This design comes from an exercise in tuning for small area on the open sky130 flow, not from production work. RTL that was checked went through simulation tests only; none was proved equivalent to the original. The flow treats the clock pin as an ideal source. Dropping or thinning the clock tree relies on that and would not hold on a real chip. Power and IR drop assume default switching activity.

Design DisplayModule, start of the top module:
module DisplayModule(
    input clk,
    input rst,
    input buttonU,
    input buttonL,
    input buttonR,
    input buttonD,
    input sw0,
    input sw1,
    output [3:0] an,
    output [6:0] sev_seg,
    output dp
    );
For scale: about 360 cells after synthesis, ~86 flip-flops, ~3300 um2 of cells after synthesis.
==> flow/config.mk <==
export PLATFORM = sky130hd
export DESIGN_NAME = DisplayModule
export DESIGN_NICKNAME = DisplayModule
export VERILOG_FILES = /design/flow/design.v
export SDC_FILE = /design/flow/constraint.sdc
export NUM_CORES = 4
export LEC_CHECK = 0
export CAP_MARGIN = 20
export CORE_MARGIN = 2
export CORE_UTILIZATION = 40
export SLEW_MARGIN = 20
==> flow/constraint.sdc <==
create_clock -name core_clock -period 10.0 [get_ports {clk}]
set_input_delay 2.0000 -clock core_clock [delete_from_list [all_inputs] [get_ports {clk}]]
set_output_delay 2.0000 -clock core_clock [all_outputs]
set_load 0.01 [all_outputs]
standard.sh (not shown) runs the stock make flow with config.mk's settings and CLKGATE_MAP_FILE= SYNTH_SCRIPT=/design/flow/synth_recipe.tcl, a recipe that flattens the netlist after the stock synthesis.
==> flow/flow/run.sh <==
#!/bin/bash
# Own layout flow: the standard flow (standard.sh), with these changes:
#  - the combinational logic is mapped with several area-oriented ABC scripts
#    (flow/abc_*.script, by flow/abc_pick.tcl) and the smallest mapping is
#    kept, in place of ORFS's speed script; the flip-flops come from the
#    unchanged standard synthesis steps (dfflibmap runs before abc);
#  - the port buffers are the smallest buffer cell;
#  - the clock is buffered by flow/pre_cts.tcl (three clock buffers, each
#    driving the flip-flops of one region) in place of TritonCTS.
# Each tool's output goes to a log file in this folder.
set -euo pipefail
W=$(pwd)
# synthesis script: synth_recipe.tcl with abc wrapped by abc_pick.tcl
{
  head -n 1 synth_recipe.tcl
  echo "set ::ABC_PICK_SCRIPTS [lsort [glob $W/flow/abc_*.script]]"
  echo "source $W/flow/abc_pick.tcl"
  tail -n +2 synth_recipe.tcl
} > own_synth.tcl
sed -e "s#SYNTH_SCRIPT=[^ ]*#SYNTH_SCRIPT=$W/own_synth.tcl#" \
    -e "s#CLKGATE_MAP_FILE= #CLKGATE_MAP_FILE= 'BUFFER_PORTS_ARGS=-buffer_cell sky130_fd_sc_hd__buf_1' PRE_CTS_TCL=$W/flow/pre_cts.tcl #" \
    standard.sh > own_standard.sh
bash own_standard.sh > flow_make.log 2>&1
Other scripts of this flow, unchanged in this note and not shown: flow/flow/abc_a5.script, flow/flow/abc_b3.script, flow/flow/abc_b8.script, flow/flow/abc_c1.script, flow/flow/abc_c7.script, flow/flow/abc_d6.script, flow/flow/abc_e1.script, flow/flow/abc_e2.script, flow/flow/abc_e3.script, flow/flow/abc_e4.script, flow/flow/abc_f1.script, flow/flow/abc_f4.script, flow/flow/abc_g2.script, flow/flow/abc_g5.script, flow/flow/abc_g6.script, flow/flow/abc_pick.tcl, flow/flow/pre_cts.tcl
Then changed:
--- a/flow/design.v
+++ b/flow/design.v
@@ -43,25 +43,24 @@
     wire k2mod6 = m3b & ~p2;
     wire e240 = k2mod6 & m23_ph22;
     wire e30  = ~p2 & m547_ph546;
     wire p30  = p2 & m547_ph2;
     wire e2   = k2mod6 & m2731_ph2730;
     wire div0 = sec_zero;
     wire [3:0] b = {buttonU, buttonL, buttonR, buttonD};
-    reg [3:0] s0, s1, s2;
+    reg [3:0] s0, s1, ed;
     always @(posedge clk) begin
         if (rst) s0 <= 4'b0;
         else if (e30) s0 <= b;
     end
     always @(posedge clk) begin
         if (e30) begin
-            s1 <= s0; s2 <= s1;
+            s1 <= s0; ed <= s0 & ~s1;
         end
     end
-    wire [3:0] ed = s1 & ~s2;            
     wire [3:0] pulse = p30 ? ed : 4'b0;
     reg [1:0] swd;
     always @(posedge clk) begin
         if (rst) swd <= 2'b0;
         else swd <= {swd[0], sw0 | sw1};
     end
     wire load = (|pulse) | swd[1];
What happened:
- combinational power climbs by 65%
- worst hold slack stays flat
- worst setup slack improved by 1.2 ns
- core utilization is about the same
- power rose by 9.6%
- cell count came out higher by 2.7%
- final area is about the same
- sequential share of layout area hardly moves
- clock power falls by about 4%
- wire length rises by 1.5%
- clock skew goes down by 0.0083 ns
For the first run of this note, only the layout was checked, not whether the RTL still works. In every run of this note, the design's own scripts or RTL, not TritonCTS, make the clock network.

==> afterwards: timing with drivers on the ports <==
How much do the figures lean on ideal ports? The routed layouts below were timed once more, with nothing changed but the port constraints. Step 1: set_driving_cell puts a clkbuf_16 on clk and a buf_2 on each other input, an assumption about the parent block. Step 2, shift: input delay + t, output delay - t, t = (earliest + latest rising clock arrival at the registers) / 2. This alone moves slack from input paths to output paths. Slacks: ideal / step 1 / step 2; pairs: ideal / step 1.
run | t, ns | setup slack, ns | worst register clock-pin slew, ns
the first run | 0.224 | 4.308 / 4.347 / 4.123 | 0.12 / 0.12
the second run | 0.223 | 5.539 / 5.574 / 5.359 | 0.11 / 0.11
After both steps every run listed still meets setup and hold. The setup slack of the first run, which loses most, moves by +0.039 ns with the drivers and by -0.185 ns with both steps.
